From an optimization exercise on the open Yosys and OpenROAD flow, aimed at small area; shortcuts taken in it are not production practice.
Where RTL was checked, it was by simulation tests only, not by an equivalence proof against the original.
Only the layout flow was run in run 2; the RTL was not checked for function there.
Power is estimated from default activity; no workload was simulated.

## config.mk

```make
export PLATFORM = sky130hd
export DESIGN_NAME = uart_top
export DESIGN_NICKNAME = uart_top
export VERILOG_FILES = /design/flow/design.v
export SDC_FILE = /design/flow/constraint.sdc
export NUM_CORES = 4
export LEC_CHECK = 0
export CAP_MARGIN = 20
export CORE_MARGIN = 2
export CORE_UTILIZATION = 40
export SLEW_MARGIN = 20
```

## constraint.sdc

```tcl
create_clock -name core_clock -period 10.0 [get_ports {Clk}]
set_input_delay 2.0000 -clock core_clock [delete_from_list [all_inputs] [get_ports {Clk}]]
set_output_delay 2.0000 -clock core_clock [all_outputs]
set_load 0.01 [all_outputs]
```

## design.v

```verilog
`timescale 1ns / 1ps
module uart_tx 
  #(parameter CLKS_PER_BIT = 2000000)   
  (
   input       Clk,
   input       Reset,
   input       Tx_Start,
   input [7:0] Tx_Byte, 
   output      Tx_Active,
   output reg  Tx_Serial,
   output      Tx_Done
   );
  localparam IDLE  = 3'b000;
  localparam START = 3'b001;
  localparam DATA  = 3'b010;
  localparam STOP  = 3'b011;
  reg [2:0]    State;
  reg [31:0] r_Clk_Count;   
  reg [2:0]    r_Bit_Index;
  reg [7:0]    r_Tx_Data;
  reg          r_Tx_Done;
  reg [31:0]   r_Done_Count;   
  reg          r_Tx_Active;
  always @(posedge Clk)
    if (Reset)
    begin
      State        <= IDLE;
      r_Clk_Count  <= 0;
      r_Bit_Index  <= 0;
      r_Tx_Data    <= 0;
      r_Tx_Done    <= 0;
      r_Done_Count <= 0;
      r_Tx_Active  <= 0;
      Tx_Serial    <= 1'b1;
    end
    else
    begin
      case (State)
        IDLE :
          begin
            Tx_Serial   <= 1'b1;
            r_Clk_Count <= 0;
            r_Bit_Index <= 0;
            if (Tx_Start == 1'b1)
              begin
                r_Tx_Active <= 1'b1;
                r_Tx_Data   <= Tx_Byte;
                State       <= START;
              end
            else
              State <= IDLE;
          end
        START :
          begin
            Tx_Serial <= 1'b0;
            if (r_Clk_Count < CLKS_PER_BIT-1)
              begin
                r_Clk_Count <= r_Clk_Count + 1;
                State       <= START;
              end
            else
              begin
                r_Clk_Count <= 0;
                State       <= DATA;
              end
          end
        DATA :
          begin
            Tx_Serial <= r_Tx_Data[r_Bit_Index];
            if (r_Clk_Count < CLKS_PER_BIT-1)
              begin
                r_Clk_Count <= r_Clk_Count + 1;
                State       <= DATA;
              end
            else
              begin
                r_Clk_Count <= 0;
                if (r_Bit_Index < 7)
                  begin
                    r_Bit_Index <= r_Bit_Index + 1;
                    State     <= DATA;
                  end
                else
                  begin
                    r_Bit_Index <= 0;
                    State     <= STOP;
                  end
              end
          end
        STOP :
          begin
            Tx_Serial <= 1'b1;
            if (r_Clk_Count < CLKS_PER_BIT-1)
              begin
                r_Clk_Count <= r_Clk_Count + 1;
                State       <= STOP;
              end
            else
              begin
                r_Clk_Count <= 0;
                r_Bit_Index <= 0;
                r_Tx_Active <= 1'b0;
                State       <= IDLE;
                r_Tx_Done   <= 1'b1;   
                r_Done_Count <= 0;     
              end
          end
        default :
          State <= IDLE;
      endcase
      if (r_Tx_Done && r_Done_Count < CLKS_PER_BIT-1) begin
        r_Done_Count <= r_Done_Count + 1;   
      end
      else if (r_Tx_Done && r_Done_Count == CLKS_PER_BIT-1) begin
        r_Tx_Done <= 1'b0;   
      end
    end
  assign Tx_Active = r_Tx_Active;
  assign Tx_Done   = r_Tx_Done;
endmodule
`timescale 1ns / 1ps
module uart_rx 
  #(parameter CLKS_PER_BIT = 2000000)   
  (
   input        Clk,
   input        Reset,
   input        Rx_Serial,
   output       Data_Valid,
   output [7:0] Rx_Byte
   );
  localparam IDLE  = 3'b000;
  localparam START = 3'b001;
  localparam DATA  = 3'b010;
  localparam STOP  = 3'b011;
  reg           r_Rx_Data;
  reg [31:0] r_Clk_Count;   
  reg [2:0]     r_Bit_Index;
  reg [7:0]     r_Rx_Byte;
  reg           r_Data_Valid;
  reg [31:0]    r_DV_Count;   
  reg [2:0]     State;
  always @(posedge Clk)
    begin
      if (Reset)
        r_Rx_Data <= 1'b1;
      else
        r_Rx_Data <= Rx_Serial;
    end
  always @(posedge Clk)
    if (Reset)
    begin
      r_Clk_Count  <= 0;
      r_Bit_Index  <= 0;
      r_Rx_Byte    <= 0;
      r_Data_Valid <= 0;
      r_DV_Count   <= 0;
      State        <= IDLE;
    end
    else
    begin
      case (State)
        IDLE :
          begin
            r_Clk_Count <= 0;
            r_Bit_Index <= 0;
            if (r_Rx_Data == 1'b0)           
              State <= START;
            else
              State <= IDLE;
          end
        START :
          begin
            if (r_Clk_Count == (CLKS_PER_BIT-1)/2)   
              begin
                if (r_Rx_Data == 1'b0)
                  begin
                    State <= DATA;   
                    r_Clk_Count <= 0;   
                  end
                else
                  State <= IDLE;
              end
            else if (r_Clk_Count < CLKS_PER_BIT-1)   
              begin
                r_Clk_Count <= r_Clk_Count + 1;
                State     <= START;
              end
            else   
              begin
                r_Clk_Count <= 0;
                State     <= DATA;   
              end
          end
        DATA :
          begin
            if (r_Clk_Count < CLKS_PER_BIT-1)
              begin
                r_Clk_Count <= r_Clk_Count + 1;
                State     <= DATA;
              end
            else
              begin
                r_Clk_Count          <= 0;
                r_Rx_Byte[r_Bit_Index] <= r_Rx_Data;
                if (r_Bit_Index < 7)
                  begin
                    r_Bit_Index <= r_Bit_Index + 1;
                    State     <= DATA;
                  end
                else
                  begin
                    r_Bit_Index <= 0;
                    State     <= STOP;
                  end
              end
          end
        STOP :
          begin
            if (r_Clk_Count < CLKS_PER_BIT-1)
              begin
                r_Clk_Count <= r_Clk_Count + 1;
                State     <= STOP;
              end
            else
              begin
                r_Clk_Count   <= 0;
                r_Bit_Index   <= 0;
                r_Data_Valid  <= 1'b1;   
                r_DV_Count    <= 0;      
                State         <= IDLE;
              end
          end
        default :
          State <= IDLE;
      endcase
      if (r_Data_Valid && r_DV_Count < CLKS_PER_BIT-1) begin
        r_DV_Count <= r_DV_Count + 1;   
      end
      else if (r_Data_Valid && r_DV_Count == CLKS_PER_BIT-1) begin
        r_Data_Valid <= 1'b0;   
      end
    end   
  assign Data_Valid = r_Data_Valid;
  assign Rx_Byte    = r_Rx_Byte;
endmodule
`timescale 1ns / 1ps
module uart_top
  #(parameter CLKS_PER_BIT = 10417)   
  (
   input        Clk,
   input        Reset,
   input        Tx_Start,
   input [7:0]  Tx_Byte,
   input        Rx_Serial,
   output       Tx_Active,
   output       Tx_Done,
   output       Tx_Serial,
   output       Data_Valid,
   output [7:0] Rx_Byte
   );
   uart_tx
     #(.CLKS_PER_BIT(CLKS_PER_BIT))
     u_tx (
       .Clk(Clk),
       .Reset(Reset),
       .Tx_Start(Tx_Start),
       .Tx_Byte(Tx_Byte),
       .Tx_Active(Tx_Active),
       .Tx_Serial(Tx_Serial),
       .Tx_Done(Tx_Done)
     );
   uart_rx
     #(.CLKS_PER_BIT(CLKS_PER_BIT))
     u_rx (
       .Clk(Clk),
       .Reset(Reset),
       .Rx_Serial(Rx_Serial),
       .Data_Valid(Data_Valid),
       .Rx_Byte(Rx_Byte)
     );
endmodule
```

## run.sh

```bash
#!/bin/bash
# synth_recipe.tcl (not shown) runs the flow's synth.tcl, then flattens the netlist and writes it again
# the make line also repeats each setting of config.mk as NAME=value (left out here)
make -C /OpenROAD-flow-scripts/flow DESIGN_CONFIG=/design/flow/config.mk WORK_HOME=/design/flow/orfs CLKGATE_MAP_FILE= SYNTH_SCRIPT=/design/flow/synth_recipe.tcl finish
```

==> results list, run 1 <==
- The run finished with no timing, DRC or antenna violations.
* Via/cell ratio: between 5 and 6
- Endpoint of the lowest-slack register-to-register path: u_tx.r_Clk_Count[6]$_SDFFE_PP0P_
* Slowest cell delay on critical path: ~560 ps
- Pin count of the biggest net entering global routing: 70
- The clock passes through at most 2 buffers.
* Arrival time of the worst setup path: approximately 1400 ps
- Cell with the largest stage delay on the worst path: sky130_fd_sc_hd__clkdlybuf4s50_1
- For the pin with the worst max-slew slack, the measured transition is about 770 ps.
- Number of sinks driven by the clock tree: 159
- Via count of the first global-routing pass: roughly 4800
- Cell area after technology mapping: ~6500 um2
- CTS placed an instance of sky130_fd_sc_hd__clkbuf_16 at the clock tree root.
- Post-detailed-route count of antenna-violating nets: 0
- Among all flip-flop cells after synthesis, the most frequent one is sky130_fd_sc_hd__dfxtp_1.
* Static Leak: 2.765 nW
* Origin of the critical flop-to-flop path: u_tx.r_Clk_Count[5]$_SDFFE_PP0P_
- Via count: 5079
- Total global-route track usage: 0.1502
- The number of antenna violations at the first check in global routing is 0.
- Setup repair after global routing missed its margin: no
* R2R Setup Slk: ~7600 ps
- Net switching power: between 300 and 400 uW
- After routing, the total negative slack on setup checks comes to 0 ps.
- Leaving out fill and tap cells, the most frequent cell in the layout is sky130_fd_sc_hd__dfxtp_1.
- The H-tree was split into 4 levels.
- The share of total power dissipated in sequential elements is 0.491.
* Synthesized flop and latch total: approximately 160
* Hold bufs inserted after CTS: 0
- After detailed routing, the total wire length is approximately 13 mm.
- Critical path peak fanout: 4
- Together, buffers and inverters on the worst path number 1.
- Distinct cells, synth: 67
- Nets: roughly 780
- Routability-driven placement finished with a final weighted congestion of 0.8364.
- The routed design could run at a clock period as short as 3370 ps.
- Levels on crit path: 1
- Clock Power Share: 0.472
- The tightest min-delay check is of the reg -> reg type.
* Routed WL per cell: around 13 um
- The area growth from synthesis to layout is 16.04%.
* Std-Cell Rows: 46
- Total congestion overflow: 0
- Following the worst setup path forward leads to its endpoint at Tx_Done.
- The share of total power dissipated in combinational logic is 0.038.
- Traced cell by cell, the critical path runs through clkdlybuf4s50_1.
- Die area: 17310 um2
- Timing would allow up to slightly below 300 MHz.
* Syn Area/Cell: 9.153 um2
* Total power divided by cell area: 175.0 nW/um2
* Number of instances in the synthesized netlist: ~710
- Buffers inserted during clock tree synthesis total 17.
- For this run, the register share of the synthesized area comes to 0.4891.
* Core Footprint: about 16000 um2
- Tracing the worst setup path back leads to its startpoint at u_tx.r_Tx_Done$_SDFF_PP0_.
- Final hold analysis gives a worst-case slack of around 460 ps.
- Number of endpoints with negative hold slack in the final report: 0
- DRC Markers: 0
* Number of iterations in the first detailed-routing pass: 5
- Proportion of register bits with asynchronous set or reset after synthesis: 0
* Insertion delay to the later sink of the worst-skew pair: ~420 ps
* Number of buffers inserted by port buffering: 23
- Number of warnings reported in the yosys synthesis log: 2
- The number of setup buffers added after CTS is 0.
- Type of the setup path with the least slack: reg -> out
- Die Ht: 131.6 um
- Counting flops with a built-in enable in the synthesized netlist gives 0.
* Number of slew-limit violations in the final report: 0
- Num ports: 24
- Count of routing violations after the opening detailed-route iteration: 290
- The worst-case IR drop observed on VDD is around 190 uV.
* TritonCTS clock tree: done
- Number of setup violations in the final report: 0
- Initial core utilization: 0.4097
* Largest clock skew in the final design: 8.500 ps
- The first global-routing pass estimated 21.87 mm of wire.
* Family with the most delay on the worst path: buffers and inverters
- Across the run, the number of max-cap violations was 0.
- Clk pin slew, worst setup/hold paths: ~70 ps
- Internal Power: between 1 and 1.5 mW
- Critical Path Source Type: register
- The wire-length estimate of the detail-placed layout is roughly 8.3 mm.
- STA puts the critical path data required time at around 8000 ps.
- Horiz. Die Dim: ~130 um
- Once the clock tree was built, the resizer swapped 0 gates to a different size.
- Count of antenna diodes in the layout: 0
- Ratio of cells with drive above 1 in the final layout: 0.06974
* Most frequent cells in the layout: 159 x sky130_fd_sc_hd__dfxtp_1, 69 x sky130_fd_sc_hd__nor2_1, 53 x sky130_fd_sc_hd__nand2_1
- Switching share of power: 0.2357
- Register-to-Register Path Depth: 5
- Headroom to the max-slew limit came out at 0.4831.
* Period Utilization, post-route: 0.3370
- STA classifies the critical path endpoint as an output port.
[logic make-up (layout without fill, tap and decap cells)]
| group | count (synthesis) | in the layout | synth area share |
|---|---|---|---|
| AND/OR/NAND/NOR | 330 | 330 | 0.2669 |
| AO/OA/AOI/OAI | 129 | 129 | 0.1356 |
| flip-flops | 159 | 159 | 0.4891 |
| multiplexers | 10 | 10 | 0.01923 |
| adder cells (fa/ha/maj) | 17 | 17 | 0.03269 |
| other | 1 | 18 | 0.0005763 |
| buffers and inverters | 44 | 76 | 0.02769 |
| XOR/XNOR | 21 | 21 | 0.02826 |
[power by group through the flow]
stage | Clock (mW) | Sequential [mW] | Combinational [mW]
after global placement | 0 | 0.662 | 0.0475
after CTS | 0.640 | 0.648 | 0.0491
final | 0.623 | 0.648 | 0.0498
after floorplan | 0 | 0.660 | 0.0351
after detailed placement | 0 | 0.662 | 0.0488
after global routing | 0.670 | 0.649 | 0.0560
[per-layer routing]
layer | vias up | part of all wire | global-route usage | wire length (um)
met2 | 84 | 0.47 | 0.2516 | 5941
met5 | - | 0 | 0 | 0
met3 | 10 | 0.032 | 0.03356 | 407
met4 | 0 | 0.012 | 0.05133 | 146
met1 | 2375 | 0.48 | 0.1909 | 6094
li1 | 2610 | - | - | -
[state kept, by name (all words and copies together), names as in the netlist, 2 cells and up]
register           count
u_tx.r_Clk_Count      32
u_tx.r_Tx_Data         8
u_rx.State             2
u_tx.r_Done_Count     32
u_rx.r_Clk_Count      32
u_tx.State             2
u_rx.r_Rx_Byte         8
u_rx.r_DV_Count       32
u_rx.r_Bit_Index       3
u_tx.r_Bit_Index       3
[synthesized netlist by cell type, types with 3 or more instances]
master	n	area [um2]
sky130_fd_sc_hd__xnor2_1	12	105.1
sky130_fd_sc_hd__a31oi_1	9	56.30
sky130_fd_sc_hd__nand4_1	13	81.33
sky130_fd_sc_hd__a21oi_1	46	230.2
sky130_fd_sc_hd__nand2_1	53	198.9
sky130_fd_sc_hd__o21a_1	3	22.52
sky130_fd_sc_hd__nand3_1	40	200.2
sky130_fd_sc_hd__nor2b_1	5	31.28
sky130_fd_sc_hd__clkbuf_1	16	60.06
sky130_fd_sc_hd__xor2_1	9	78.83
sky130_fd_sc_hd__dfxtp_1	159	3183
sky130_fd_sc_hd__a22oi_1	5	37.54
sky130_fd_sc_hd__buf_2	5	25.02
sky130_fd_sc_hd__ha_1	17	212.7
sky130_fd_sc_hd__o21ai_0	19	95.09
sky130_fd_sc_hd__nand3b_1	4	30.03
sky130_fd_sc_hd__nor3b_1	7	52.55
sky130_fd_sc_hd__and3_1	26	162.7
sky130_fd_sc_hd__or3_1	9	56.30
sky130_fd_sc_hd__inv_1	18	67.56
sky130_fd_sc_hd__nor2_1	69	259.0
sky130_fd_sc_hd__and2_1	44	275.3
sky130_fd_sc_hd__nor3_1	18	90.09
sky130_fd_sc_hd__a311oi_1	14	122.6
sky130_fd_sc_hd__nor4_1	21	131.4
sky130_fd_sc_hd__nand2b_1	7	43.79
sky130_fd_sc_hd__mux2i_1	8	80.08
sky130_fd_sc_hd__a211oi_1	4	30.03
[final cells by class]
cell class,count,area [um2]
Clock buffer,17,425.4
Sequential cell,159,3183
Clock inverter,15,148.9
Fill cell,1519,8334
Tap cell,216,270.3
Timing Repair Buffer,26,247.7
Multi-Input combinational cell,525,3208
Inverter,18,67.56
[worst min-delay path by stage]
stage               slack [ps]                                end  cells past startpoint                               from
finish                     460     u_tx.r_Tx_Data[3]$_SDFFE_PP0P_                      2     u_tx.r_Tx_Data[3]$_SDFFE_PP0P_
global route               480  u_tx.r_Clk_Count[17]$_SDFFE_PP0P_                      1  u_tx.r_Clk_Count[17]$_SDFFE_PP0P_
CTS                        460     u_tx.r_Tx_Data[3]$_SDFFE_PP0P_                      2     u_tx.r_Tx_Data[3]$_SDFFE_PP0P_
detailed placement         450   u_rx.r_DV_Count[19]$_SDFFE_PP0P_                      1   u_rx.r_DV_Count[19]$_SDFFE_PP0P_
global placement           440   u_rx.r_DV_Count[24]$_SDFFE_PP0P_                      1   u_rx.r_DV_Count[24]$_SDFFE_PP0P_
floorplan                  430  u_tx.r_Clk_Count[14]$_SDFFE_PP0P_                      1  u_tx.r_Clk_Count[14]$_SDFFE_PP0P_
[stage by stage]
stage	std cells	setup WS, ps	power [mW]	util	instance area, um2
after floorplan	728	7147	0.6956	-	6571
after global placement	943	6289	0.7096	0.4387	6969
after detailed placement	943	6190	0.7112	0.4387	6969
after CTS	975	6605	1.337	0.4749	7543
after global routing	976	6513	1.375	0.4753	7551
final	976	6630	1.321	0.4753	7551
==> run 2, diff against run 1 <==
==> design.v (replaced) <==
module uart_tx
  #(parameter CLKS_PER_BIT = 10417)
  (
   input       Clk,
   input       Reset,
   input       Tx_Start,
   input [7:0] Tx_Byte,
   output      Tx_Active,
   output reg  Tx_Serial,
   output      Tx_Done
   );
  localparam [13:0] TERM = 14'h0e53;
  localparam [13:0] MASK = 14'h3d7f;
  reg        r_Active;
  reg [9:0]  r_Shift;
  reg [13:0] r_Count;
  reg        r_Done;
  reg [13:0] r_Done_Count;
  wire w_Tick      = ((r_Count & MASK) == (TERM & MASK));
  wire w_Last      = (r_Shift[9:1] == 9'd0);
  wire w_Done_Tick = ((r_Done_Count & MASK) == (TERM & MASK));
  always @(posedge Clk)
    begin
      if (!r_Active || w_Tick)
        r_Count <= 14'd0;
      else
        r_Count <= {r_Count[12:0], ~(r_Count[13] ^ r_Count[12])};
      if (!r_Active)
        r_Shift <= {1'b1, Tx_Byte, 1'b0};
      else if (w_Tick)
        r_Shift <= {1'b0, r_Shift[9:1]};
      Tx_Serial <= Reset | ~r_Active | r_Shift[0];
      if (Reset)
        r_Active <= 1'b0;
      else if (!r_Active)
        r_Active <= Tx_Start;
      else if (w_Tick && w_Last)
        r_Active <= 1'b0;
      if (Reset)
        r_Done <= 1'b0;
      else if (r_Done)
        r_Done <= ~w_Done_Tick;
      else
        r_Done <= r_Active & w_Tick & w_Last;
      r_Done_Count <= {r_Done_Count[12:0],
                       r_Done & ~(r_Done_Count[13] ^ r_Done_Count[12])};
    end
  assign Tx_Active = r_Active;
  assign Tx_Done   = r_Done;
endmodule
module uart_rx
  #(parameter CLKS_PER_BIT = 10417)
  (
   input        Clk,
   input        Reset,
   input        Rx_Serial,
   output       Data_Valid,
   output [7:0] Rx_Byte
   );
  localparam [13:0] TERM = 14'h0e53;    
  localparam [13:0] MASK = 14'h3d7f;
  localparam [13:0] HALF = 14'h3a31;    
  localparam [3:0] IDLE  = 4'b0000;
  localparam [3:0] START = 4'b0001;
  localparam [3:0] STOP  = 4'b0010;
  reg        r_Rx_Data;
  reg [3:0]  r_State;
  reg [13:0] r_Count;
  reg [7:0]  r_Rx_Byte;
  reg        r_Data_Valid;
  reg [13:0] r_DV_Count;
  wire w_Tick    = ((r_Count & MASK) == (TERM & MASK));
  wire w_DV_Tick = ((r_DV_Count & MASK) == (TERM & MASK));
  wire [13:0] w_Next = {r_Count[12:0], ~(r_Count[13] ^ r_Count[12])};
  always @(posedge Clk)
    begin
      r_Rx_Data <= Reset | Rx_Serial;
      if (Reset)
        r_State <= IDLE;
      else if (r_State == IDLE)
        begin
          if (!r_Rx_Data)
            r_State <= START;
        end
      else if (w_Tick)
        begin
          if (r_State == START)
            r_State <= r_Rx_Data ? IDLE : 4'b1000;
          else if (r_State == STOP)
            r_State <= IDLE;
          else if (r_State == 4'b1111)
            r_State <= STOP;
          else
            r_State <= r_State + 4'd1;
        end
      if (r_State == IDLE)
        r_Count <= HALF;
      else if (w_Tick)
        r_Count <= 14'd0;
      else
        r_Count <= w_Next;
      if (r_State[3] && w_Tick)
        r_Rx_Byte <= {r_Rx_Data, r_Rx_Byte[7:1]};
      if (Reset)
        r_Data_Valid <= 1'b0;
      else if (r_Data_Valid)
        r_Data_Valid <= ~w_DV_Tick;
      else
        r_Data_Valid <= (r_State == STOP) & w_Tick;
      r_DV_Count <= {r_DV_Count[12:0],
                     r_Data_Valid & ~(r_DV_Count[13] ^ r_DV_Count[12])};
    end
  assign Data_Valid = r_Data_Valid;
  assign Rx_Byte    = r_Rx_Byte;
endmodule
`timescale 1ns / 1ps
module uart_top
  #(parameter CLKS_PER_BIT = 10417)   
  (
   input        Clk,
   input        Reset,
   input        Tx_Start,
   input [7:0]  Tx_Byte,
   input        Rx_Serial,
   output       Tx_Active,
   output       Tx_Done,
   output       Tx_Serial,
   output       Data_Valid,
   output [7:0] Rx_Byte
   );
   uart_tx
     #(.CLKS_PER_BIT(CLKS_PER_BIT))
     u_tx (
       .Clk(Clk),
       .Reset(Reset),
       .Tx_Start(Tx_Start),
       .Tx_Byte(Tx_Byte),
       .Tx_Active(Tx_Active),
       .Tx_Serial(Tx_Serial),
       .Tx_Done(Tx_Done)
     );
   uart_rx
     #(.CLKS_PER_BIT(CLKS_PER_BIT))
     u_rx (
       .Clk(Clk),
       .Reset(Reset),
       .Rx_Serial(Rx_Serial),
       .Data_Valid(Data_Valid),
       .Rx_Byte(Rx_Byte)
     );
endmodule
==> run 2 against run 1 <==
Compared with the run above:
- still clean on timing, DRC and antenna
- non-clock buffer count down 3
- register-to-register slack better by 60 ps
- power down 53%
- fmax down 0.30%
- area after synthesis down 59%
- via count down 69%
- count of clock-buffer cells in the layout down 5
- combinational power down 58%
- global-route usage down 2.5 points
- synthesized cell count down 70%
- critical endpoint is now Tx_Active
- largest power group unchanged
==> results list, run 2 <==
- The post-cts sizing count came to 0 (unchanged).
- The final max-slew violation count came to 0 (unchanged).
* Transition time at the pin with the least slew margin: 720.2 ps (-53.75 ps)
- The deepest clock path buffer count came to 2 (unchanged).
* Post-detailed-route count of antenna-violating nets: 0 (unchanged)
- Design Area, Final: 3179 um2 (-58%)
- The clock sink count came to 83 (-48%).
- The average size of a mapped cell was 12.54 um2 (+37%).
* Fmax: 295.9 MHz (-0.30%)
* Nets: 260 (-66%)
- The static leakage came to 1.205 nW (-56%).
* Critical Path, Cell by Cell: clkdlybuf4s50_1
* Placed instance area: 2969 um2 (-57%)
* Insertion delay to the later sink of the worst-skew pair: 350 ps (-70 ps)
* Initial core utilization: 0.4181 (+0.008447)
- Pin count of the biggest net entering global routing: 19 (-73%)
- The detailed-route wire length came to 4.221 mm (-66%).
* Max_cap viols: 0 (unchanged)
- HP Class: reg -> reg
- Most frequent cells in the layout: 67 x sky130_fd_sc_hd__dfxtp_1, 23 x sky130_fd_sc_hd__clkdlybuf4s50_1, 16 x sky130_fd_sc_hd__edfxtp_1
- Required time at the worst-slack endpoint: 8000 ps (about the same)
- Crit path time final: 3380 ps (+10.10 ps)
- For this run, the leading register cell type out of synthesis is sky130_fd_sc_hd__dfxtp_1.
* Total congestion overflow: 0 (unchanged)
- Total global-route track usage: 0.1256 (-0.02463)
- Most common cell in the synthesized netlist: sky130_fd_sc_hd__dfxtp_1
- The via count of the first global-routing pass is 1542 (-68%).
- First-pass GRT wire length: 7.127 mm (-67%)
- Setup TNS Final: 0 ps (unchanged)
- Slowest cell delay on critical path: 580 ps (+20 ps)
- Sorting the synthesized cells by area gives the leading types as sky130_fd_sc_hd__dfxtp_1 50%, sky130_fd_sc_hd__edfxtp_1 18%, sky130_fd_sc_hd__ha_1 3.7%.
- Ratio of cells with drive above 1 in the final layout: 0.1020 (+0.03230)
* Synthesized flop and latch total: 83 (-48%)
* R2R Setup Slk: 7680 ps (+60 ps)
- The average via count per standard cell was 4.929 (-5.3%).
- Clk pin slew, worst setup/hold paths: 70 ps (about the same)
- Number of buffers inserted by port buffering: 23 (unchanged)
- The number of buffers inserted by hold repair at cts is 0 (unchanged).
- The number of cells after detailed placement is 306 (-68%).
* DRC Markers: 0 (unchanged)
- The fraction of the yosys area taken by sequential cells was 0.6823 (+0.1932).
- Post-Layout Cell Count: 322 (-67%)
- Proportion of register bits with asynchronous set or reset after synthesis: 0 (unchanged)
* Cell with the largest stage delay on the worst path: sky130_fd_sc_hd__clkdlybuf4s50_1
- The detailed-route via count is 1587 (-69%).
- Area share of the largest cell type after synthesis: 0.5023 (+0.01321)
- The number of distinct standard cells referenced by the synthesized netlist came to 43 (-36%).
- Number of flops mapped to enable cells by yosys: 16 (+16)
- Commonest non-fill, non-tap cell in the layout: sky130_fd_sc_hd__dfxtp_1
- The core outline area was 6386 um2 (-60%).
- Routability Congestion: 0.7689 (-8.1%)
* Setup repair after global routing missed its margin: no
* Number of setup violations in the final report: 0 (unchanged)
- The site row count is 29 (-37%).
- TritonCTS built the clock tree.
- Type of the setup path with the least slack: reg -> out
- The flow ran to the end and the layout has no timing, DRC or antenna violations.
- Number of antenna violations at the first check in global routing: 0 (unchanged)
* Count of routing violations after the opening detailed-route iteration: 152 (-48%)
- The ratio of final minimum period to clock period came to 0.3380 (+0.001010).
* Family with the most delay on the worst path: buffers and inverters
- Num ports: 24 (unchanged)
- Root buffer cell: sky130_fd_sc_hd__clkbuf_8
- The routed length per placed instance was 13.11 um (+1.6%).
* Number of instances in the synthesized netlist: 213 (-70%)
* Horiz. Die Dim: 85.70 um (-35%)
- Sorting the synthesized cells by how often they occur yields 67 x sky130_fd_sc_hd__dfxtp_1, 16 x sky130_fd_sc_hd__edfxtp_1, 14 x sky130_fd_sc_hd__and2_1, 14 x sky130_fd_sc_hd__inv_1, 10 x sky130_fd_sc_hd__nor2_1.
* Yosys top cell by area: sky130_fd_sc_hd__dfxtp_1
- The worst setup skew after layout is 10.65 ps (+2.152 ps).
* Maximum level of the CTS H-tree: 3 (-1)
- Die area: 7344 um2 (-58%)
* # fillers: 595 (-61%)
* Cell area after technology mapping: 2670 um2 (-59%)
* Placed wire-length estimate after detailed placement: 2.843 mm (-66%)
* Number of warnings reported in the yosys synthesis log: 2 (unchanged)
- Number of buffers created by CTS: 9 (-8)
- Relative max-transition margin: 0.5177 (+0.03454)
- STA classifies the critical path startpoint as a register.
- The power density over the cells is 197.0 nW/um2 (+13%).
- The critical path arrival came to 1380 ps (about the same).
- The number of hold-slack violations in the final timing report is 0 (unchanged).
- The total power is 626.3 uW (-53%).
* Worst supply voltage drop on vdd: 137.5 uV (-29%)
- Critical path buffers and inverters: 1 (unchanged)
- Count of antenna diodes in the layout: 0 (unchanged)
- Layout-stage area growth over the synthesis result: 19.07%
- The worst setup path is captured at an output port.
* Die Ht: 85.70 um (-35%)
- The total iterations of the first detailed-routing run was 4 (-1).
- Critical path peak fanout: 8 (+4)
- The number of buffers added for setup after CTS is 0 (unchanged).
[run 2: area by class of cell]
type                            count  area [um2]  area share
Clock buffer                       12       135.1     0.04250
Sequential cell                    83        1822      0.5730
Inverter                           14       52.55     0.01653
Clock inverter                      4       75.07     0.02361
Multi-Input combinational cell    109       768.2      0.2416
Timing Repair Buffer               23       230.2     0.07241
Tap cell                           77       96.34     0.03030
[run 2: layer usage]
metal  part of all wire  vias to the layer above  track usage
met5                  0                        -            0
met3              0.053                        5      0.05005
met1               0.51                      740       0.1666
met2               0.43                       35       0.1790
li1                   -                      807            -
met4             0.0076                        0      0.06061
[run 2: cell families (layout without fill, tap and decap cells)]
| group | count (synthesis) | count (layout) | share of synthesized area |
|---|---|---|---|
| flops | 83 | 83 | 0.6823 |
| simple gates | 72 | 72 | 0.1640 |
| compound gates | 29 | 29 | 0.08623 |
| buf+inv | 21 | 53 | 0.02999 |
| fa+ha+maj | 8 | 8 | 0.03749 |
[run 2: final timing paths]
kind / startpoint / cells past startpoint / to
worst max-delay path: u_tx.r_Active$_SDFF_PP0_ / 1 / Tx_Active
worst min-delay path: u_tx.r_Done_Count[9]$_DFF_P_ / 0 / u_tx.r_Done_Count[10]$_DFF_P_
worst max register to register: u_rx.r_Count[12]$_SDFF_PN1_ / 5 / u_rx.r_Rx_Byte[4]$_DFFE_PP_
worst min register to register: u_tx.r_Done_Count[9]$_DFF_P_ / 0 / u_tx.r_Done_Count[10]$_DFF_P_
[run 2: through the flow]
step                hold WS, ps  worst slack, ps    util
floorplan                 309.6             7344       -
CTS                       331.7             6599  0.4978
detailed placement        314.7             6783  0.4649
global route              336.1             6531  0.4978
global placement          311.6             6834  0.4649
finish                    328.7             6620  0.4978
[run 2: report_power, final]
group          switching, mW  internal [mW]
Combinational         0.0103         0.0106
Sequential           0.00414          0.348
Clock                  0.112          0.141
==> run 3, diff against run 2 <==
--- a/design.v
+++ b/design.v
@@ -19,11 +19,11 @@
   wire w_Tick      = ((r_Count & MASK) == (TERM & MASK));
   wire w_Last      = (r_Shift[9:1] == 9'd0);
+  wire w_Run       = r_Active & ~w_Tick;
   wire w_Done_Tick = ((r_Done_Count & MASK) == (TERM & MASK));
   always @(posedge Clk)
     begin
-      if (!r_Active || w_Tick)
-        r_Count <= 14'd0;
-      else
-        r_Count <= {r_Count[12:0], ~(r_Count[13] ^ r_Count[12])};
+      r_Count[13:1] <= r_Count[12:0] & {13{w_Run}};
+      r_Count[0]    <= (w_Run & r_Count[13] & r_Count[12]) |
+                       (w_Run & ~r_Count[13] & ~r_Count[12]);
       if (!r_Active)
         r_Shift <= {1'b1, Tx_Byte, 1'b0};
@@ -44,5 +44,6 @@
         r_Done <= r_Active & w_Tick & w_Last;
       r_Done_Count <= {r_Done_Count[12:0],
-                       r_Done & ~(r_Done_Count[13] ^ r_Done_Count[12])};
+                       (r_Done & r_Done_Count[13] & r_Done_Count[12]) |
+                       (r_Done & ~r_Done_Count[13] & ~r_Done_Count[12])};
     end
   assign Tx_Active = r_Active;
@@ -72,5 +73,4 @@
   wire w_Tick    = ((r_Count & MASK) == (TERM & MASK));
   wire w_DV_Tick = ((r_DV_Count & MASK) == (TERM & MASK));
-  wire [13:0] w_Next = {r_Count[12:0], ~(r_Count[13] ^ r_Count[12])};
   always @(posedge Clk)
     begin
@@ -92,12 +92,23 @@
             r_State <= STOP;
           else
-            r_State <= r_State + 4'd1;
+            case (r_State[2:0])
+              3'd0: r_State <= 4'b1001;
+              3'd1: r_State <= 4'b1010;
+              3'd2: r_State <= 4'b1011;
+              3'd3: r_State <= 4'b1100;
+              3'd4: r_State <= 4'b1101;
+              3'd5: r_State <= 4'b1110;
+              default: r_State <= 4'b1111;
+            endcase
         end
       if (r_State == IDLE)
-        r_Count <= HALF;
+        r_Count[13:1] <= HALF[13:1];
       else if (w_Tick)
-        r_Count <= 14'd0;
+        r_Count[13:1] <= 13'd0;
       else
-        r_Count <= w_Next;
+        r_Count[13:1] <= r_Count[12:0];
+      r_Count[0] <= (r_State == IDLE) |
+                    (~w_Tick & r_Count[13] & r_Count[12]) |
+                    (~w_Tick & ~r_Count[13] & ~r_Count[12]);
       if (r_State[3] && w_Tick)
         r_Rx_Byte <= {r_Rx_Data, r_Rx_Byte[7:1]};
@@ -109,5 +120,6 @@
         r_Data_Valid <= (r_State == STOP) & w_Tick;
       r_DV_Count <= {r_DV_Count[12:0],
-                     r_Data_Valid & ~(r_DV_Count[13] ^ r_DV_Count[12])};
+                     (r_Data_Valid & r_DV_Count[13] & r_DV_Count[12]) |
+                     (r_Data_Valid & ~r_DV_Count[13] & ~r_DV_Count[12])};
     end
   assign Data_Valid = r_Data_Valid;
--- a/config.mk
+++ b/config.mk
@@ -9,3 +9,5 @@
 export CORE_MARGIN = 2
 export CORE_UTILIZATION = 40
+export CTS_CLUSTER_DIAMETER = 500
+export CTS_CLUSTER_SIZE = 100
 export SLEW_MARGIN = 20
==> run 3 against run 2 <==
Compared with the run above:
- still clean
- setup slack got worse by 33 ps
- clock skew fell by 2.1 ps
- area after synthesis fell by 5.1%
- first-iteration DRC count fell by 30%
- count of clock-buffer cells in the layout did not move
- hold slack barely moved
- synthesized cell count fell by 8.9%
- final area fell by 4.1%
- utilization fell by 0.91 points
- fmax fell by 0.97%
- sequential power barely moved
- critical endpoint unchanged
- largest cell class unchanged
==> results list, run 3 <==
- The flow ran to the end and the layout has no timing, DRC or antenna violations.
- The setup slack after placement was 6853 ps (+70.31 ps).
- The peak fanout along the critical path is 9 (+1).
- Crit path time final: 3413 ps (+32.97 ps)
- The slowest stage of the critical path belongs to the cell sky130_fd_sc_hd__clkdlybuf4s50_1.
- The fraction of the yosys area taken by sequential cells came to 0.7187 (+0.03637).
- Number of sinks driven by the clock tree: 83 (unchanged)
- Final worst setup slack: 6587 ps (-32.97 ps)
* Post-cts resize count: 0 (unchanged)
- Critical Path, Cell by Cell: clkdlybuf4s50_1
- The peak ir drop on the vdd network is 141.8 uV (+3.1%).
- Commonest non-fill, non-tap cell in the layout: sky130_fd_sc_hd__dfxtp_1
- Net switching power: 128.8 uW (+1.5%)
* Post-Place Cells: 289 (-5.6%)
- Nets: 235 (-9.6%)
* Post-detailed-route count of antenna-violating nets: 0 (unchanged)
* Std-Cell Rows: 29 (unchanged)
- The width of the chip is 83.61 um (-2.4%).
* First-pass GRT wire length: 6.713 mm (-5.8%)
- The initial cell density of the core came to 0.4062 (-0.01193).
* Maximum level of the CTS H-tree: 3 (unchanged)
* Most used flip-flop cell after synthesis: sky130_fd_sc_hd__dfxtp_1
- The number of buffers inserted by hold repair at cts is 0 (unchanged).
* Proportion of register bits with asynchronous set or reset after synthesis: 0 (unchanged)
- Slowest cell delay on critical path: 590 ps (about the same)
- The average size of a mapped cell is 13.07 um2 (+4.2%).
- Number of iterations in the first detailed-routing pass: 4 (unchanged)
- Total congestion overflow: 0 (unchanged)
* Total global-route track usage: 0.1243 (-0.001244)
- Total power divided by cell area: 199.5 nW/um2 (+1.3%)
- Grt met2 use: 0.1753 (-0.003705)
- Fmax: 293.0 MHz (-0.97%)
- The placer congestion estimate came to 0.7246 (-5.8%).
- Via count: 1460 (-8.0%)
* GR met1 Demand/Resource: 0.1620 (-0.004592)
- CTS max path bufs: 2 (unchanged)
* Most frequent cells in the layout: 67 x sky130_fd_sc_hd__dfxtp_1, 23 x sky130_fd_sc_hd__clkdlybuf4s50_1, 21 x sky130_fd_sc_hd__and2_1
- The number of enable-type register cells in the synthesized netlist was 16 (unchanged).
- Cell area after technology mapping: 2535 um2 (-5.1%)
* Largest clock skew in the final design: 8.513 ps (-2.139 ps)
- The clock input transition at the sequential cells of the worst setup and hold paths came to 80 ps (about the same).
- Number of buffers created by CTS: 9 (unchanged)
* Max_cap viols: 0 (unchanged)
- The count of filler cells inserted in the layout is 576 (-3.2%).
* Via count of the first global-routing pass: 1467 (-4.9%)
- The critical path data required time is 8000 ps (about the same).
- The number of warnings reported in the yosys synthesis log is 2 (unchanged).
- The share of total power in the clock network came to 0.389 (-0.016).
* Setup repair after global routing missed its margin: no
- Insertion delay to the later sink of the worst-skew pair: 340 ps (about the same)
- The number of diodes added for antenna fixing was 0 (unchanged).
* Family with the most delay on the worst path: buffers and inverters
- The met3 track demand over resource in global routing was 0.05539 (+0.005343).
- Area share of the largest cell type after synthesis: 0.5291 (+0.02678)
* Share of the core filled with cells: 0.4888 (-0.009072)
- Count of routing violations after the opening detailed-route iteration: 107 (-30%)
- Root buffer cell: sky130_fd_sc_hd__clkbuf_8
- Area taken by multi-input logic gates: 669.4 um2 (-13%)
- Synth top cells by count: 67 x sky130_fd_sc_hd__dfxtp_1, 21 x sky130_fd_sc_hd__and2_1, 16 x sky130_fd_sc_hd__edfxtp_1
- By area the synthesized netlist is led by sky130_fd_sc_hd__dfxtp_1 53%, sky130_fd_sc_hd__edfxtp_1 19%, sky130_fd_sc_hd__and2_1 5.2%.
* Routed WL per cell: 13.09 um (-0.15%)
- By startpoint and endpoint, the worst setup path is classified as reg -> out.
* Number of endpoints with negative hold slack in the final report: 0 (unchanged)
- The fraction of power consumed by sequential logic is 0.580 (+0.018).
- The register-to-register setup slack is 8000 ps (+320 ps).
- The critical path arrival came to 1410 ps (+30 ps).
- The largest net degree at the start of global routing came to 15 (-4).
- From synthesis to final layout, the design area changed by 20.34%.
* Transition time at the pin with the least slew margin: 712.9 ps (-7.281 ps)
* Num ports: 24 (unchanged)
* Core Footprint: 6241 um2 (-2.3%)
- In this run the worst hold path is classified as reg -> reg.
- TritonCTS built the clock tree.
* Post-CTS Repair Setup Buffers: 0 (unchanged)
* Number of instances in the synthesized netlist: 194 (-8.9%)
* Critical path endpoint category: output port
* Ratio of cells with drive above 1 in the final layout: 0.1009 (-0.001164)
- The estimated wirelength of the detail-placed design is 2.604 mm (-8.4%).
* DRC Markers: 0 (unchanged)
- The final-layout setup total negative slack came to 0 ps (unchanged).
- Most common cell in the synthesized netlist: sky130_fd_sc_hd__dfxtp_1
* Critical Path Source Type: register
- The number of distinct standard cells referenced by the synthesized netlist came to 40 (-7.0%).
* Die Ht: 83.61 um (-2.4%)
- Combinational cell fraction of total power: 0.031 (-0.002)
- Area taken by flip-flops and latches: 1822 um2 (unchanged)
- Yosys top cell by area: sky130_fd_sc_hd__dfxtp_1
* Number of setup violations in the final report: 0 (unchanged)
* Period Utilization, post-route: 0.3413 (+0.003297)
* Via/cell ratio: 4.787 (-2.9%)
* Synthesized flop and latch total: 83 (unchanged)
- The internal cell power is 479.8 uW (-3.9%).
- Busiest layer in global routing: met2
- The floorplan die area came to 6990 um2 (-4.8%).
- Post-Layout Cell Count: 305 (-5.3%)
* Critical path buffers and inverters: 1 (unchanged)
- The detailed-route wire length was 3.992 mm (-5.4%).
* Number of antenna violations at the first check in global routing: 0 (unchanged)
- The switching share of total power was 0.2116 (+0.009045).
- The final max-slew violation count came to 0 (unchanged).
* Static Leak: 1.114 nW (-7.6%)
* Relative max-transition margin: 0.5225 (+0.004877)
- The total power was 608.6 uW (-2.8%).
- The number of input and output port buffers inserted was 23 (unchanged).
-- run 3: cell count changes after synthesis, moves of 2 or more --
cell	before	now
sky130_fd_sc_hd__a21o_1	1	4
sky130_fd_sc_hd__inv_1	14	5
sky130_fd_sc_hd__and2_1	14	21
sky130_fd_sc_hd__and3_2	5	0
sky130_fd_sc_hd__or2_2	1	4
sky130_fd_sc_hd__nand4_1	2	0
sky130_fd_sc_hd__o41ai_1	2	0
sky130_fd_sc_hd__buf_2	0	2
sky130_fd_sc_hd__xnor2_1	0	2
sky130_fd_sc_hd__a211oi_1	0	2
sky130_fd_sc_hd__nand3_1	4	1
sky130_fd_sc_hd__nor2_1	10	6
sky130_fd_sc_hd__ha_1	8	0
-- run 3: worst paths after layout --
check | startpoint | endpoint | depth (start not counted)
hold / removal | u_rx.r_DV_Count[7]$_DFF_P_ | u_rx.r_DV_Count[8]$_DFF_P_ | 0
setup reg to reg | u_rx.r_Count[12]$_SDFF_PP1_ | u_rx.r_Rx_Byte[0]$_DFFE_PP_ | 3
setup / recovery | u_tx.r_Active$_SDFF_PP0_ | Tx_Active | 1
hold reg to reg | u_rx.r_DV_Count[7]$_DFF_P_ | u_rx.r_DV_Count[8]$_DFF_P_ | 0
-- run 3: kinds of logic after synthesis --
logic type	count (synthesis)	share of synthesized area
buffers and inverters	11	0.01727
and+or+nand+nor	68	0.1663
xor gates and xnor gates	3	0.01037
AOI/OAI and AO/OA	29	0.08736
DFF	83	0.7187
-- run 3: layout make-up --
class	count	area share
inverter	5	0.006153
sequential	83	0.5972
multi-input combinational	100	0.2194
timing repair buffer	24	0.07793
clock buffer	12	0.05824
clock inverter	4	0.009434
tap	77	0.03158
-- run 3: routing by layer --
metal | part of all wire | vias to the layer above
met2 | 0.44 | 26
li1 | - | 743
met3 | 0.055 | 2
met1 | 0.50 | 689
met4 | 0.0073 | 0
met5 | 0 | -
-- run 3: power groups by stage --
stage / Clock [mW] / Combinational, mW / Sequential [mW]
finish: 0.237 / 0.0188 / 0.353
global route: 0.256 / 0.0209 / 0.354
CTS: 0.244 / 0.0189 / 0.353
detailed placement: 0 / 0.0187 / 0.361
global placement: 0 / 0.0186 / 0.361
floorplan: 0 / 0.0113 / 0.359
-- run 3: stage by stage --
step                      area (um2)  hold slack, ps
after floorplan                 2535           309.6
after global routing            3050           325.6
final                           3050           328.5
after detailed placement        2844           312.1
after global placement          2844           311.9
after CTS                       3050           329.3
==> run 4, diff against run 3 <==
--- a/config.mk
+++ b/config.mk
@@ -9,4 +9,5 @@
 export CORE_MARGIN = 2
 export CORE_UTILIZATION = 40
+export CTS_BUF_LIST = sky130_fd_sc_hd__clkbuf_16
 export CTS_CLUSTER_DIAMETER = 500
 export CTS_CLUSTER_SIZE = 100
==> run 4 against run 3 <==
Compared with the run above:
- cell count unchanged
- sequential cell count stayed put
- area after synthesis stayed put
- critical path depth did not move
- utilization rose by 1.6 points
- setup slack better by 14 ps
- wire length increased by 0.58%
- hold slack got worse by 1.7 ps
- count of clock-buffer cells in the layout is 1 lower
- sequential share of layout area is 1.9 points lower
==> results list, run 4 <==
- Required time at the worst-slack endpoint: 8000 ps (about the same)
- Number of buffers created by CTS: 9 (unchanged)
- Insertion delay to the later sink of the worst-skew pair: 330 ps (about the same)
- Count of routing violations after the opening detailed-route iteration: 104 (-2.8%)
- Design Area, Final: 3152 um2 (+3.3%)
- The total iterations of the first detailed-routing run is 4 (unchanged).
- The total global routing track utilization was 0.1285 (+0.004227).
- The worst setup skew after layout is 5.263 ps (-3.250 ps).
- The wire length of the first global-routing pass was 6.817 mm (+1.5%).
- Yosys top cell by area: sky130_fd_sc_hd__dfxtp_1
* Routed WL per cell: 13.16 um (+0.58%)
* Distinct cells, synth: 40 (unchanged)
- The overall overflow remaining after global route came to 0 (unchanged).
- Number of instances in the synthesized netlist: 194 (unchanged)
- # fillers: 564 (-2.1%)
* Synthesized flop and latch total: 83 (unchanged)
- Post-CTS Repair Setup Buffers: 0 (unchanged)
- Static Leak: 1.164 nW (+4.5%)
- DRC Markers: 0 (unchanged)
- Post-Layout Cell Count: 305 (unchanged)
- The number of input and output port buffers inserted is 23 (unchanged).
- Most common cell in the synthesized netlist: sky130_fd_sc_hd__dfxtp_1
- Type of the setup path with the least slack: reg -> out
* Critical path peak fanout: 9 (unchanged)
- Clock Power Share: 0.464 (+0.075)
* Status: complete, no violations
* Ratio of cells with drive above 1 in the final layout: 0.1009 (unchanged)
- The register area is 1822 um2 (unchanged).
- Leaving out fill and tap cells, the most frequent cell in the layout is sky130_fd_sc_hd__dfxtp_1.
- The count of nets left with antenna violations after detail routing is 0 (unchanged).
- The largest individual stage delay along the critical path comes from the cell sky130_fd_sc_hd__clkdlybuf4s50_1.
* Maximum level of the CTS H-tree: 3 (unchanged)
- Combinational cell fraction of total power: 0.027 (-0.004)
* Number of setup violations in the final report: 0 (unchanged)
- The number of hold-slack violations in the final timing report is 0 (unchanged).
- The switching share of total power is 0.1988 (-0.01281).
- For this run, the leading register cell type out of synthesis is sky130_fd_sc_hd__dfxtp_1.
- CTS max path bufs: 2 (unchanged)
* Critical Path Source Type: register
- The standard cell area after detailed placement came to 2844 um2 (unchanged).
- Critical path buffers and inverters: 1 (unchanged)
- Area share of the largest cell type after synthesis: 0.5291 (unchanged)
- Number of warnings reported in the yosys synthesis log: 2 (unchanged)
- The multi-input logic area was 669.4 um2 (unchanged).
- The tree is rooted in a sky130_fd_sc_hd__clkbuf_16.
* Cell area after technology mapping: 2535 um2 (unchanged)
* Period Utilization, post-route: 0.3399 (-0.001425)
- Placed wire-length estimate after detailed placement: 2.604 mm (unchanged)
- Total wire length after detailed routing: 4.015 mm (+0.58%)
- The stage delay of the slowest cell on the critical path was 600 ps (about the same).
- Ranked by instance count, the synthesized netlist is headed by 67 x sky130_fd_sc_hd__dfxtp_1, 21 x sky130_fd_sc_hd__and2_1, 16 x sky130_fd_sc_hd__edfxtp_1.
- The core outline area came to 6241 um2 (unchanged).
- The tightest slew margin relative to the limit was 0.5414 (+0.01888).
- The floorplan die area is 6990 um2 (unchanged).
* Via count of the first global-routing pass: 1495 (+1.9%)
- Number of antenna violations at the first check in global routing: 0 (unchanged)
* Setup repair after global routing missed its margin: no
- Worst supply voltage drop on vdd: 177.3 uV (+25%)
* Most frequent cells in the layout: 67 x sky130_fd_sc_hd__dfxtp_1, 23 x sky130_fd_sc_hd__clkdlybuf4s50_1, 21 x sky130_fd_sc_hd__and2_1
- Std-Cell Rows: 29 (unchanged)
- Grouping stages by cell kind, the critical path spends the most delay in buffers and inverters.
* Critical path endpoint category: output port
* Internal Power: 557.1 uW (+16%)
* Via count: 1468 (+0.55%)
- The number of max-capacitance violations reported was 0 (unchanged).
* Net switching power: 138.2 uW (+7.3%)
- Arrival time of the worst setup path: 1400 ps (about the same)
- Proportion of power drawn by flip-flops and latches: 0.509 (-0.071)
- Crit path time final: 3399 ps (-14.25 ps)
- The achievable clock frequency was 294.2 MHz (+0.42%).
* Count of antenna diodes in the layout: 0 (unchanged)
* Initial core utilization: 0.4062 (unchanged)
* Syn Area/Cell: 13.07 um2 (unchanged)
- Number of flops mapped to enable cells by yosys: 16 (unchanged)
* TritonCTS clock tree: done
* Die Ht: 83.61 um (unchanged)
* Portion of the post-synthesis area used by sequential elements: 0.7187 (unchanged)
* Layout-stage area growth over the synthesis result: 24.33%
- Setup TNS Final: 0 ps (unchanged)
- The placer congestion estimate came to 0.7246 (unchanged).
* Num ports: 24 (unchanged)
* Hold bufs inserted after CTS: 0 (unchanged)
- Post-cts resize count: 0 (unchanged)
- Total power divided by cell area: 220.6 nW/um2 (+11%)
* HP Class: reg -> reg
* Clk pin slew, worst setup/hold paths: 60 ps (-20 ps)
- Nets: 235 (unchanged)
* Transition time at the pin with the least slew margin: 684.7 ps (-28.19 ps)
* Via/cell ratio: 4.813 (+0.55%)
- The final max-slew violation count is 0 (unchanged).
- Traced cell by cell, the critical path runs through clkdlybuf4s50_1.
- The fraction of registers with async set or reset after synthesis was 0 (unchanged).
- Pin count of the biggest net entering global routing: 15 (unchanged)
- Horiz. Die Dim: 83.61 um (unchanged)
- Yosys attributes the largest share of cell area to sky130_fd_sc_hd__dfxtp_1 53%, sky130_fd_sc_hd__edfxtp_1 19%, sky130_fd_sc_hd__and2_1 5.2%.
* Number of sinks driven by the clock tree: 83 (unchanged)
- The number of cells after detailed placement came to 289 (unchanged).
[run 4: path summary, 6_finish.rpt]
check | slack [ps] | from | end | depth (start not counted)
max | 6600 | u_tx.r_Active$_SDFF_PP0_ | Tx_Active | 1
min | 330 | u_tx.r_Done_Count[7]$_DFF_P_ | u_tx.r_Done_Count[8]$_DFF_P_ | 0
min reg2reg | 330 | u_tx.r_Done_Count[7]$_DFF_P_ | u_tx.r_Done_Count[8]$_DFF_P_ | 0
max reg2reg | 8010 | u_rx.r_Count[12]$_SDFF_PP1_ | u_rx.r_Rx_Byte[0]$_DFFE_PP_ | 3
[run 4: cell families (layout without fill, tap and decap cells)]
logic type                Yosys count  count (layout)  synth area share
xor gates and xnor gates            3               3           0.01037
and+or+nand+nor                    68              68            0.1663
buffers and inverters              11              45           0.01727
AOI/OAI and AO/OA                  29              29           0.08736
DFF                                83              83            0.7187
[run 4: metal layers]
metal | global-route usage | up-vias | share of wire
met5 | 0 | - | 0
met4 | 0.07038 | 0 | 0.020
met3 | 0.06133 | 7 | 0.047
met2 | 0.1804 | 23 | 0.43
met1 | 0.1627 | 696 | 0.50
li1 | - | 742 | -
[run 4: power groups by stage]
stage / clock network (mW) / registers [mW] / logic, mW
final: 0.323 / 0.354 / 0.0187
after global routing: 0.347 / 0.354 / 0.0209
after CTS: 0.333 / 0.354 / 0.0189
after detailed placement: 0 / 0.361 / 0.0187
after global placement: 0 / 0.361 / 0.0186
after floorplan: 0 / 0.359 / 0.0113
[run 4: stage by stage]
step                      utilization  hold slack, ps  setup slack (ps)  total power, mW
after floorplan                     -           309.6              7335           0.3701
after global placement         0.4557           311.9              6877           0.3793
after detailed placement       0.4557           312.1              6853           0.3795
after CTS                      0.5050           329.6              6590           0.7058
after global routing           0.5050           339.2              6519           0.7220
final                          0.5050           326.8              6601           0.6953
[run 4: layout make-up]
type | instances | area share
Sequential cell | 83 | 0.5780
Multi-Input combinational cell | 100 | 0.2124
Clock inverter | 5 | 0.01032
Inverter | 5 | 0.005955
Tap cell | 77 | 0.03057
Timing Repair Buffer | 24 | 0.07543
Clock buffer | 11 | 0.08734
==> run 5, diff against run 4 <==
--- a/config.mk
+++ b/config.mk
@@ -9,5 +9,5 @@
 export CORE_MARGIN = 2
 export CORE_UTILIZATION = 40
-export CTS_BUF_LIST = sky130_fd_sc_hd__clkbuf_16
+export CTS_BUF_LIST = sky130_fd_sc_hd__clkbuf_8
 export CTS_CLUSTER_DIAMETER = 500
 export CTS_CLUSTER_SIZE = 100
==> run 5 against run 4 <==
Compared with the run above:
- global-route usage down 0.47 points
- setup slack worse by 18 ps
- fmax down 0.53%
- largest cell class unchanged
- combinational power about the same
- power down 9.9%
- critical endpoint unchanged
- highest routed layer unchanged
- critical path type unchanged
- final area down 2.9%
- synthesized cell count unchanged
- non-clock buffer count unchanged
- critical path depth unchanged
- largest power group unchanged
- still clean on timing, DRC and antenna
- sequential cell count unchanged
- cell count unchanged
- register-to-register slack about the same
==> results list, run 5 <==
* Status: complete, no violations
- CP Launch Point: u_tx.r_Active$_SDFF_PP0_
* Number of flops mapped to enable cells by yosys: 16 (unchanged)
- Routability Congestion: 0.7246 (unchanged)
* Commonest non-fill, non-tap cell in the layout: sky130_fd_sc_hd__dfxtp_1
* Ratio of cells with drive above 1 in the final layout: 0.1009 (unchanged)
- The final setup violation count is 0 (unchanged).
- The count of unresolved DRC violations after routing is 0 (unchanged).
- The number of warnings reported in the yosys synthesis log is 2 (unchanged).
- Most frequent cells in the layout: 67 x sky130_fd_sc_hd__dfxtp_1, 23 x sky130_fd_sc_hd__clkdlybuf4s50_1, 21 x sky130_fd_sc_hd__and2_1
- Walking the worst path, the cells encountered are clkdlybuf4s50_1.
- The first-iteration detailed-routing DRC count came to 86 (-17%).
- Period Utilization, post-route: 0.3417 (+0.001810)
- The stage delay of the slowest cell on the critical path came to 600 ps (about the same).
- The number of placed I/O pins was 24 (unchanged).
- The number of antenna violations at the first check in global routing was 0 (unchanged).
- The tightest slew margin relative to the limit is 0.5261 (-0.01532).
* Pin count of the biggest net entering global routing: 15 (unchanged)
* Via/cell ratio: 4.754 (-1.2%)
- After synthesis, the cell types taking the most area are sky130_fd_sc_hd__dfxtp_1 53%, sky130_fd_sc_hd__edfxtp_1 19%, sky130_fd_sc_hd__and2_1 5.2%.
- The detailed-route via count was 1450 (-1.2%).
* CTS max path bufs: 2 (unchanged)
- The worst setup path is captured at an output port.
- The detailed-route wire length came to 3.972 mm (-1.1%).
* Count of antenna diodes in the layout: 0 (unchanged)
- The final non-filler cell area was 3060 um2 (-2.9%).
* Beginning of the worst hold path: u_rx.r_DV_Count[7]$_DFF_P_
- Required time at the worst-slack endpoint: 8000 ps (about the same)
- Number of instances in the synthesized netlist: 194 (unchanged)
- Synthesized flop and latch total: 83 (unchanged)
* Distinct cells, synth: 40 (unchanged)
- The post-synthesis instance area came to 2535 um2 (unchanged).
- The number of hold-slack violations in the final timing report came to 0 (unchanged).
- Total global-route track usage: 0.1239 (-0.004673)
- Cell with the largest stage delay on the worst path: sky130_fd_sc_hd__clkdlybuf4s50_1
- Largest clock skew in the final design: 8.478 ps (+3.215 ps)
- Worst supply voltage drop on vdd: 126.0 uV (-29%)
- Die area: 6990 um2 (unchanged)
- Insertion delay to the later sink of the worst-skew pair: 340 ps (about the same)
- The count of filler cells inserted in the layout is 574 (+1.8%).
* Number of buffers created by CTS: 9 (unchanged)
- Most used flip-flop cell after synthesis: sky130_fd_sc_hd__dfxtp_1
- sky130_fd_sc_hd__dfxtp_1 takes more of the synthesized area than any other cell.
* Fmax: 292.7 MHz (-0.53%)
* Critical Path Source Type: register
- The startpoint identified for the worst register-to-register timing path is u_rx.r_Count[12]$_SDFF_PP1_.
- Area share of the largest cell type after synthesis: 0.5291 (unchanged)
- The net count of the finished layout came to 235 (unchanged).
- The estimated wirelength of the detail-placed design came to 2.604 mm (unchanged).
- The standard cell area after detailed placement came to 2844 um2 (unchanged).
- The register-to-register setup slack came to 8000 ps (about the same).
* Post-detailed-route count of antenna-violating nets: 0 (unchanged)
- The average size of a mapped cell came to 13.07 um2 (unchanged).
- TritonCTS built the clock tree.
- Proportion of register bits with asynchronous set or reset after synthesis: 0 (unchanged)
- The site row count was 29 (unchanged).
- The routed length per placed instance came to 13.02 um (-1.1%).
* Register-to-Register Path Depth: 3 (unchanged)
- The deepest level of the CTS H-tree was 3 (unchanged).
* Critical path buffers and inverters: 1 (unchanged)
- The wire length of the first global-routing pass is 6.686 mm (-1.9%).
- Total congestion overflow: 0 (unchanged)
- The final max-slew violation count came to 0 (unchanged).
* Number of iterations in the first detailed-routing pass: 4 (unchanged)
- The core outline area was 6241 um2 (unchanged).
- Clk pin slew, worst setup/hold paths: 80 ps (+20 ps)
- The worst-margin pin slew was 707.6 ps (+22.88 ps).
* Min-Delay Path Depth: 0 (unchanged)
* Endpoint of the lowest-slack register-to-register path: u_rx.r_Rx_Byte[0]$_DFFE_PP_
- Synth top cells by count: 67 x sky130_fd_sc_hd__dfxtp_1, 21 x sky130_fd_sc_hd__and2_1, 16 x sky130_fd_sc_hd__edfxtp_1
* Horiz. Die Dim: 83.61 um (unchanged)
- Arrival time of the worst setup path: 1420 ps (+20 ps)
- Type of the setup path with the least slack: reg -> out
* Hold bufs inserted after CTS: 0 (unchanged)
- The final-layout setup total negative slack was 0 ps (unchanged).
- Most common cell in the synthesized netlist: sky130_fd_sc_hd__dfxtp_1
- Pwr Total: 626.5 uW (-9.9%)
- Root buffer cell: sky130_fd_sc_hd__clkbuf_8
- Broken down by cell family, the worst path's largest delay share belongs to buffers and inverters.
- The area growth from synthesis to layout is 20.73%.
- The post-cts sizing count is 0 (unchanged).
* HP Class: reg -> reg
* Total power divided by cell area: 204.7 nW/um2 (-7.2%)
* Post-CTS Repair Setup Buffers: 0 (unchanged)
- Initial core utilization: 0.4062 (unchanged)
- The height of the die came to 83.61 um (unchanged).
* Number of sinks driven by the clock tree: 83 (unchanged)
- Crit path time final: 3417 ps (+18.10 ps)
* Via count of the first global-routing pass: 1468 (-1.8%)
* Number of buffers inserted by port buffering: 23 (unchanged)
- The hold slack is 329.5 ps (+2.666 ps).
- Max_cap viols: 0 (unchanged)
* Setup repair after global routing missed its margin: no
* WHS Endpoint: u_rx.r_DV_Count[8]$_DFF_P_
* Critical path peak fanout: 9 (unchanged)
- Portion of the post-synthesis area used by sequential elements: 0.7187 (unchanged)
- Static Leak: 1.122 nW (-3.7%)
## run 5: cell counts after synthesis
Identical to the previous run, type by type.
## run 5: final cells by class
| cell class | instances | area, um2 | share of cell area |
|---|---|---|---|
| clock buffer | 9 | 123.9 | 0.04047 |
| clock inverter | 7 | 92.59 | 0.03025 |
| inverter | 5 | 18.77 | 0.006132 |
| multi-input combinational | 100 | 669.4 | 0.2187 |
| sequential | 83 | 1822 | 0.5953 |
| tap | 77 | 96.34 | 0.03148 |
| timing repair buffer | 24 | 237.7 | 0.07768 |
## run 5: logic make-up after synthesis
family | synth area share
AO/OA/AOI/OAI | 0.08736
XOR/XNOR | 0.01037
buffers and inverters | 0.01727
flip-flops | 0.7187
AND/OR/NAND/NOR | 0.1663
## run 5: per-layer routing
metal | global-route usage | vias up | wire [um]
met5 | 0 | - | 0
met4 | 0.06158 | 0 | 29
met3 | 0.05539 | 2 | 211
met2 | 0.1738 | 26 | 1776
met1 | 0.1619 | 679 | 1954
li1 | - | 743 | -
## run 5: worst max-delay path by stage
stage / cells past startpoint / slack, ps / to
floorplan: 3 / 7330 / u_rx.r_State[0]$_SDFFE_PP0P_
global placement: 3 / 6880 / u_rx.r_State[0]$_SDFFE_PP0P_
detailed placement: 3 / 6850 / u_rx.r_State[0]$_SDFFE_PP0P_
CTS: 1 / 6560 / Tx_Active
global route: 1 / 6490 / Tx_Active
finish: 1 / 6580 / Tx_Active
## run 5: report_power, final
group | switching, mW | internal [mW] | leakage (nW)
registers | 0.00486 | 0.348 | 0.698
logic | 0.00815 | 0.0105 | 0.315
clock network | 0.115 | 0.140 | 0.109
total | 0.128 | 0.499 | 1.12
## run 5: stage by stage
| stage | setup WS, ps | utilization | std cells |
|---|---|---|---|
| floorplan | 7335 | - | 194 |
| global placement | 6877 | 0.4557 | 289 |
| detailed placement | 6853 | 0.4557 | 289 |
| CTS | 6565 | 0.4904 | 305 |
| global route | 6490 | 0.4904 | 305 |
| finish | 6583 | 0.4904 | 305 |
==> run 6, diff against run 5 <==
--- a/config.mk
+++ b/config.mk
@@ -9,6 +9,3 @@
 export CORE_MARGIN = 2
 export CORE_UTILIZATION = 40
-export CTS_BUF_LIST = sky130_fd_sc_hd__clkbuf_8
-export CTS_CLUSTER_DIAMETER = 500
-export CTS_CLUSTER_SIZE = 100
 export SLEW_MARGIN = 20
==> run 6 against run 5 <==
Compared with the run above:
- combinational power about the same
- sequential cell count unchanged
- still clean on timing, DRC and antenna
- clock power down 7%
- critical endpoint unchanged
- count of clock-buffer cells in the layout up 3
- final area down 0.33%
==> results list, run 6 <==
- Pin count of the biggest net entering global routing: 15 (unchanged)
- Setup repair after global routing missed its margin: no
* Clk pin slew, worst setup/hold paths: 80 ps (about the same)
- The met3 wirelength from detailed routing is 218 um (+3.3%).
- The most used flip-flop cell after synthesis is sky130_fd_sc_hd__dfxtp_1.
- The slowest stage of the critical path is the sky130_fd_sc_hd__clkdlybuf4s50_1 cell.
* Synth top cells by count: 67 x sky130_fd_sc_hd__dfxtp_1, 21 x sky130_fd_sc_hd__and2_1, 16 x sky130_fd_sc_hd__edfxtp_1
- The number of max-capacitance violations reported is 0 (unchanged).
* Die Ht: 83.61 um (unchanged)
* Worst slack at placement: 6853 ps (unchanged)
* Type of the setup path with the least slack: reg -> out
* Post-detailed-route count of antenna-violating nets: 0 (unchanged)
- The detailed-route via count came to 1460 (+0.69%).
- Endpoint of the lowest-slack register-to-register path: u_rx.r_Rx_Byte[0]$_DFFE_PP_
- The parity-gate share of the synthesized area counting xor and xnor cells came to 0.01037 (unchanged).
- Distinct cells, synth: 40 (unchanged)
- Number of antenna violations at the first check in global routing: 0 (unchanged)
- Total power divided by cell area: 199.5 nW/um2 (-2.5%)
* Area taken by flip-flops and latches: 1822 um2 (unchanged)
* Post-Layout Cell Count: 305 (unchanged)
* Number of iterations in the first detailed-routing pass: 4 (unchanged)
- The number of hold-slack violations in the final timing report was 0 (unchanged).
* Most common cell in the synthesized netlist: sky130_fd_sc_hd__dfxtp_1
* Worst supply voltage drop on vdd: 141.8 uV (+13%)
- The core outline area is 6241 um2 (unchanged).
- Num ports: 24 (unchanged)
- The post-synthesis instance area is 2535 um2 (unchanged).
* Via count of the first global-routing pass: 1467 (-0.068%)
* Relative max-transition margin: 0.5225 (-0.003560)
- By area, the combinational part of the netlist is dominated by simple AND/OR/NAND/NOR gates.
- The count of filler cells inserted in the layout is 576 (+0.35%).
- The number of cell instances on the worst register-to-register path was 3 (unchanged).
* Via/cell ratio: 4.787 (+0.69%)
- The total global routing track utilization came to 0.1243 (+0.0004460).
- Status: complete, no violations
- The area growth from synthesis to layout is 20.34%.
- The detailed router used layers up to and including met4.
- The register-to-register setup slack is 8000 ps (about the same).
* Ratio of cells with drive above 1 in the final layout: 0.1009 (unchanged)
- Critical path endpoint category: output port
* Area taken by multi-input logic gates: 669.4 um2 (unchanged)
- Period Utilization, post-route: 0.3413 (-0.0003850)
- Hold bufs inserted after CTS: 0 (unchanged)
- The post-cts sizing count is 0 (unchanged).
- The final setup violation count came to 0 (unchanged).
- The area fraction in compound gates after synthesis is 0.08736 (unchanged).
- Initial core utilization: 0.4062 (unchanged)
- Crit path time final: 3413 ps (-3.850 ps)
- Static Leak: 1.114 nW (-0.69%)
* Share of the core filled with cells: 0.4888 (-0.001604)
* Min-Delay Path Depth: 0 (unchanged)
- The fraction of registers with async set or reset after synthesis came to 0 (unchanged).
* Routed WL per cell: 13.09 um (+0.50%)
- Commonest non-fill, non-tap cell in the layout: sky130_fd_sc_hd__dfxtp_1
* Number of flops mapped to enable cells by yosys: 16 (unchanged)
* First-pass GRT wire length: 6.713 mm (+0.40%)
- Area share of the largest cell type after synthesis: 0.5291 (unchanged)
- Number of sinks driven by the clock tree: 83 (unchanged)
- The first-iteration detailed-routing DRC count came to 107 (+24%).
- Arrival time of the worst setup path: 1410 ps (about the same)
- The width of the chip was 83.61 um (unchanged).
* HP Class: reg -> reg
* Arithmetic-cell share of the synthesized area counting full adders, half adders and majority gates: 0 (unchanged)
* Syn Area/Cell: 13.07 um2 (unchanged)
* DRC Markers: 0 (unchanged)
* Largest clock skew in the final design: 8.513 ps (+0.03508 ps)
- sky130_fd_sc_hd__dfxtp_1 takes more of the synthesized area than any other cell.
- Traced cell by cell, the critical path runs through clkdlybuf4s50_1.
- Area fraction in and, or, nand and nor cells after synthesis: 0.1663 (unchanged)
- Number of warnings reported in the yosys synthesis log: 2 (unchanged)
* Number of instances in the synthesized netlist: 194 (unchanged)
## run 6: cell types whose count changed in the layout (fill, tap and decap cells not counted)
cell | previous run | this run
sky130_fd_sc_hd__inv_1 | 6 | 5
sky130_fd_sc_hd__clkbuf_1 | 0 | 1
sky130_fd_sc_hd__bufinv_16 | 2 | 0
sky130_fd_sc_hd__clkbuf_16 | 0 | 2
## run 6: per-stage QoR
stage | area [um2] | total power [mW]
final | 3050 | 0.6086
after global routing | 3050 | 0.6315
after CTS | 3050 | 0.6158
after detailed placement | 2844 | 0.3795
after global placement | 2844 | 0.3793
after floorplan | 2535 | 0.3701
## run 6: kinds of logic after synthesis
group                  after synthesis
XOR/XNOR                             3
flip-flops                          83
buffers and inverters               11
AND/OR/NAND/NOR                     68
AO/OA/AOI/OAI                       29
## run 6: cell type report
cell class | instances | area share
timing repair buffer | 24 | 0.07793
sequential | 83 | 0.5972
tap | 77 | 0.03158
clock inverter | 4 | 0.009434
inverter | 5 | 0.006153
clock buffer | 12 | 0.05824
multi-input combinational | 100 | 0.2194
## run 6: worst max path at each step
| stage | start | endpoint | cells past startpoint |
|---|---|---|---|
| 4_1_cts | u_tx.r_Active$_SDFF_PP0_ | Tx_Active | 1 |
| 2_1_floorplan | Reset | u_rx.r_State[0]$_SDFFE_PP0P_ | 3 |
| 6_report | u_tx.r_Active$_SDFF_PP0_ | Tx_Active | 1 |
| 5_1_grt | u_tx.r_Active$_SDFF_PP0_ | Tx_Active | 1 |
| 3_5_place_dp | Reset | u_rx.r_State[0]$_SDFFE_PP0P_ | 3 |
| 3_3_place_gp | Reset | u_rx.r_State[0]$_SDFFE_PP0P_ | 3 |
## run 6: power by group
group | internal (mW) | switching (mW) | total [mW] | leakage (nW)
sequential | 0.348 | 0.00490 | 0.353 | 0.698
combinational | 0.0105 | 0.00826 | 0.0188 | 0.315
clock | 0.121 | 0.116 | 0.237 | 0.101
total | 0.480 | 0.129 | 0.609 | 1.11
## run 6: metal layers
| metal | up-vias | global-route usage |
|---|---|---|
| met2 | 26 | 0.1753 |
| met5 | - | 0 |
| met1 | 689 | 0.1620 |
| met4 | 0 | 0.06158 |
| met3 | 2 | 0.05539 |
| li1 | 743 | - |

Check on run 6: ideal ports give 6.587 ns setup slack; a clkbuf_16 on the clock port and buf_2 on the inputs give 6.558 ns; moving port delays by the midpoint clock arrival (0.367 ns) as well gives 6.843 ns.
